This design comes from an exercise in tuning for small area and a short achievable clock period on the open sky130 flow, not from production work.
Where RTL was checked, it was by simulation tests only, not by an equivalence proof against the original.
Power is estimated from default activity; no workload was simulated.

## the baseline
Design systolic_array, start of the top module:
module systolic_array #(
  parameter int ROW_DIM = 4
) (
  input logic clk, rst,
  input logic en, clear,
  input logic signed [7:0] row0_in, row1_in, row2_in, row3_in,
  input logic signed [7:0] col0_in, col1_in, col2_in, col3_in,
  output logic signed [31:0] mac00, mac01, mac02, mac03,  
  output logic signed [31:0] mac10, mac11, mac12, mac13,
  output logic signed [31:0] mac20, mac21, mac22, mac23,
  output logic signed [31:0] mac30, mac31, mac32, mac33
);
  logic [7:0] x1 [4], x2 [4], x3 [4];
  logic [3:1] valid;
  logic [7:0] col_in [4];
  assign col_in[0] = col0_in;
  assign col_in[1] = col1_in;
  assign col_in[2] = col2_in;
  assign col_in[3] = col3_in;
  always_ff @(posedge clk or posedge rst) begin
    if (rst) valid <= '0;
    else if (clear) valid <= '0;
    else if (en) valid <= {valid[2:1], 1'b1};
  end
  logic zero;
  always_ff @(posedge clk or posedge rst) begin
    if (rst) zero <= 1'b1;
    else zero <= clear | (zero & ~en);
  end
  always_ff @(posedge clk) begin
    if (en) begin
      for (int c = 0; c < 4; c++) begin
        x1[c] <= col_in[c];
        x2[c] <= x1[c];
        x3[c] <= x2[c];
      end
    end
  end
  logic [7:0] a0, a1, a2, a3;
  assign a0 = row0_in & {8{en}};
  assign a1 = row1_in & {8{en}};
  assign a2 = row2_in & {8{en}};
  assign a3 = row3_in & {8{en}};
  logic [7:0] b1 [4], b2 [4], b3 [4];
  always_comb begin
    for (int c = 0; c < 4; c++) begin
      b1[c] = x1[c] & {8{valid[1]}};
      b2[c] = x2[c] & {8{valid[2]}};
      b3[c] = x3[c] & {8{valid[3]}};
    end
  end
  mac u00 (.clk, .zero, .a(a0), .b(col0_in), .accumulate(mac00));
  mac u01 (.clk, .zero, .a(a1), .b(b1[0]),   .accumulate(mac01));
  mac u02 (.clk, .zero, .a(a2), .b(b2[0]),   .accumulate(mac02));
  mac u03 (.clk, .zero, .a(a3), .b(b3[0]),   .accumulate(mac03));
  mac u10 (.clk, .zero, .a(a0), .b(col1_in), .accumulate(mac10));
  mac u11 (.clk, .zero, .a(a1), .b(b1[1]),   .accumulate(mac11));
  mac u12 (.clk, .zero, .a(a2), .b(b2[1]),   .accumulate(mac12));
  mac u13 (.clk, .zero, .a(a3), .b(b3[1]),   .accumulate(mac13));
  ...
Size: roughly 6400 cells after synthesis, ~580 I/O pins, about 64000 sq um of cells after synthesis.
==> flow/config.mk <==
export PLATFORM = sky130hd
export DESIGN_NAME = systolic_array
export DESIGN_NICKNAME = systolic_array
export VERILOG_FILES = /design/flow/design.v
export SDC_FILE = /design/flow/constraint.sdc
export NUM_CORES = 4
export LEC_CHECK = 0
export CAP_MARGIN = 20
export CORE_MARGIN = 2
export CORE_UTILIZATION = 40
export SETUP_SLACK_MARGIN = 3.5
export SLEW_MARGIN = 20
export SYNTH_HIERARCHICAL = 1
==> flow/constraint.sdc <==
create_clock -name core_clock -period 9.0 [get_ports {clk}]
set_input_delay 1.8000 -clock core_clock [delete_from_list [all_inputs] [get_ports {clk}]]
set_output_delay 1.8000 -clock core_clock [all_outputs]
set_load 0.01 [all_outputs]
standard.sh (not shown) runs the stock make flow with config.mk's settings and CLKGATE_MAP_FILE= SYNTH_SCRIPT=/design/flow/synth_recipe.tcl, a recipe that flattens the netlist after the stock synthesis.
==> flow/flow/run.sh <==
#!/bin/bash
# Standard ORFS layout with three changes:
#  - after the standard synthesis, full adders are re-polarised (flow/fapol.py)
#    to drop most of the inverters Yosys leaves between them;
#  - input ports are buffered with buf_4 (flow/pre_place.tcl) and output
#    ports with buf_1, instead of the default buffer cell.
# Each tool's output goes to a log file of its own in this folder.
set -euo pipefail
R=orfs/results/${FLOW_PLATFORM}/systolic_array/base
bash standard.sh synth > synth.log 2>&1
python3 flow/fapol.py $R/1_2_yosys.v $R/1_2_yosys_pol.v > fapol.log 2>&1
cp $R/1_2_yosys.v 1_2_yosys_std.v
mv $R/1_2_yosys_pol.v $R/1_2_yosys.v
rm -f $R/1_synth.odb $R/1_synth.sdc
export PRE_GLOBAL_PLACE_TCL=$PWD/flow/pre_place.tcl
export POST_GLOBAL_PLACE_TCL=$PWD/flow/post_place.tcl
export BUFFER_PORTS_ARGS="-outputs -buffer_cell sky130_fd_sc_hd__buf_1"
bash standard.sh finish > layout.log 2>&1
Other scripts of this flow, unchanged in this note and not shown: flow/flow/fapol.py, flow/flow/post_place.tcl, flow/flow/pre_place.tcl
The baseline finished every step from synthesis to the final layout, and the layout passed the timing, design-rule and antenna checks.
--- input diff the baseline..the candidate ---
--- a/flow/design.v
+++ b/flow/design.v
@@ -83,46 +83,40 @@
   assign s[11] = p[11] ^ G8_10;
   assign s[12] = p[12] ^ G8_11;
   assign s[13] = p[13] ^ G8_12;
   assign s[14] = p[14] ^ G8_13;
   assign s[15] = p[15] ^ G8_14;
   assign co = G8_15;
 endmodule
-module mac_pfx (
+module mac_hi (
   input  logic [15:0] hi_q,
-  output logic [15:0] ones, zeros
+  input  logic up_q, dn_q,
+  output logic [15:0] hi
 );
   always_comb begin
     for (int i = 0; i < 16; i++) begin
-      ones[i] = &(hi_q | (16'hffff << i));
-      zeros[i] = ~(|(hi_q & ~(16'hffff << i)));
+      hi[i] = hi_q[i] ^ ((up_q & (&(hi_q | (16'hffff << i)))) |
+                         (dn_q & ~(|(hi_q & ~(16'hffff << i)))));
     end
   end
 endmodule
-module mac_hi (
-  input  logic [15:0] hi_q,
-  input  logic up_q, dn_q,
-  output logic [15:0] hi
-);
-  logic [15:0] ones, zeros;
-  mac_pfx u_pfx (.hi_q, .ones, .zeros);
-  assign hi = hi_q ^ (({16{up_q}} & ones) | ({16{dn_q}} & zeros));
-endmodule
 module mac (
   input  logic clk,
   input  logic zero,       
   input  logic [7:0] a,    
   input  logic [7:0] b,    
   output logic [31:0] accumulate
 );
-  logic [15:0] lo_q, hi_q;
-  logic up_q, dn_q;
-  logic [15:0] hi_v, lo, hi;
-  mac_hi u_hi (.hi_q, .up_q, .dn_q, .hi(hi_v));
-  assign lo = lo_q & {16{~zero}};
+  logic [15:0] s_q, c_q, hi_q;
+  logic dn_q;
+  logic [15:0] lo_v, hi_v, lo, hi;
+  logic cy;
+  mac_add16 u_add (.x(s_q), .y(c_q), .s(lo_v), .co(cy));
+  mac_hi u_hi (.hi_q, .up_q(cy & ~dn_q), .dn_q(dn_q & ~cy), .hi(hi_v));
+  assign lo = lo_v & {16{~zero}};
   assign hi = hi_v & {16{~zero}};
   assign accumulate = {hi, lo};
   wire pp1 = a[0] & b[0];
   wire pp2 = a[0] & b[1];
   wire pp3 = a[0] & b[2];
   wire pp4 = a[0] & b[3];
   wire pp5 = a[0] & b[4];
@@ -297,23 +291,20 @@
   wire c174 = (c124 & s147) | (c124 & c146) | (s147 & c146);
   wire s175 = lo[14] ^ pp64 ^ c148;
   wire c176 = (lo[14] & pp64) | (lo[14] & c148) | (pp64 & c148);
   wire s177 = 1'b1 ^ lo[15];
   wire c178 = 1'b1 & lo[15];
   wire [15:0] ra = {c176, c174, c172, c170, c168, c166, c164, c162, c160, c158, c156, c154, c152, c150, s149, lo[0]};
   wire [15:0] rb = {s177, s175, s173, s171, s169, s167, s165, s163, s161, s159, s157, s155, s153, s151, pp9, pp1};
-  wire [15:0] sum;
-  wire c16;
-  mac_add16 u_add (.x(ra), .y(rb), .s(sum), .co(c16));
   wire t16 = c178;
   always_ff @(posedge clk) begin
-    lo_q <= sum;
+    s_q <= ra;
+    c_q <= rb;
     hi_q <= hi;
-    up_q <= c16 & t16;
-    dn_q <= ~c16 & ~t16;
+    dn_q <= ~t16;
   end
 endmodule
 module systolic_array #(
   parameter int ROW_DIM = 4
 ) (
   input logic clk, rst,
   input logic en, clear,
## What came out
Run comparison: the baseline launch point of the worst path en; the candidate launch point of the worst path u11.c_q[0]
Final clock period utilization by the worst path was lower in the run labelled the baseline.
Re placement row count: the baseline and the candidate aren't equal, and the lower value belongs to the baseline.
Measured against each other, the baseline and the candidate differ in worst hold margin, the higher figure coming from the candidate.
met4 as the highest routing layer actually used was reported by the candidate, and met5 by the baseline.
In the candidate the worst slack after detailed placement turned out 1240 ps higher than in the baseline.
A capturing instance or port of the critical path of mac11[30] is what the candidate shows, while u00.lo_q[14] belongs to the baseline.
The candidate: full flow OK, the timing, design-rule and antenna checks passed
| wire length of the first global-routing pass | higher: the baseline |
Looking at design area, the candidate sits 9000 sq um higher than the baseline does.
[compare] base=the baseline new=the candidate: number of non-clock buffers +290, clock group share of total power fell 1.1 points.
For the baseline, only the layout was checked, not whether the RTL still works.

## afterwards: timing with drivers on the ports
The results above use ideal ports. As a check the final layouts listed here were re-extracted and re-timed, cells and wires unchanged. Step 1: set_driving_cell puts a clkbuf_16 on clk and a buf_2 on each other input, an assumption about the parent block. Step 2 moves the port delays by t, midway between the first and last clock arrival at a register: inputs arrive t later, outputs are due t later. That takes back most of the time a late clock gives input paths. a / b / c = no drivers / after step 1 / after step 2; a / b = the first two.
run	t, ns	slack for setup (ns)	worst data-port slew with drivers (ns)	pins driven straight from the clock port
the baseline	0.779	3.568 / 3.405 / 2.626	0.33	1
the candidate	0.845	3.055 / 2.972 / 3.418	0.13	1
After both steps setup and hold are still met in every run listed. The setup slack of the baseline, which loses most, moves by -0.163 ns with the drivers and by -0.942 ns with both steps.
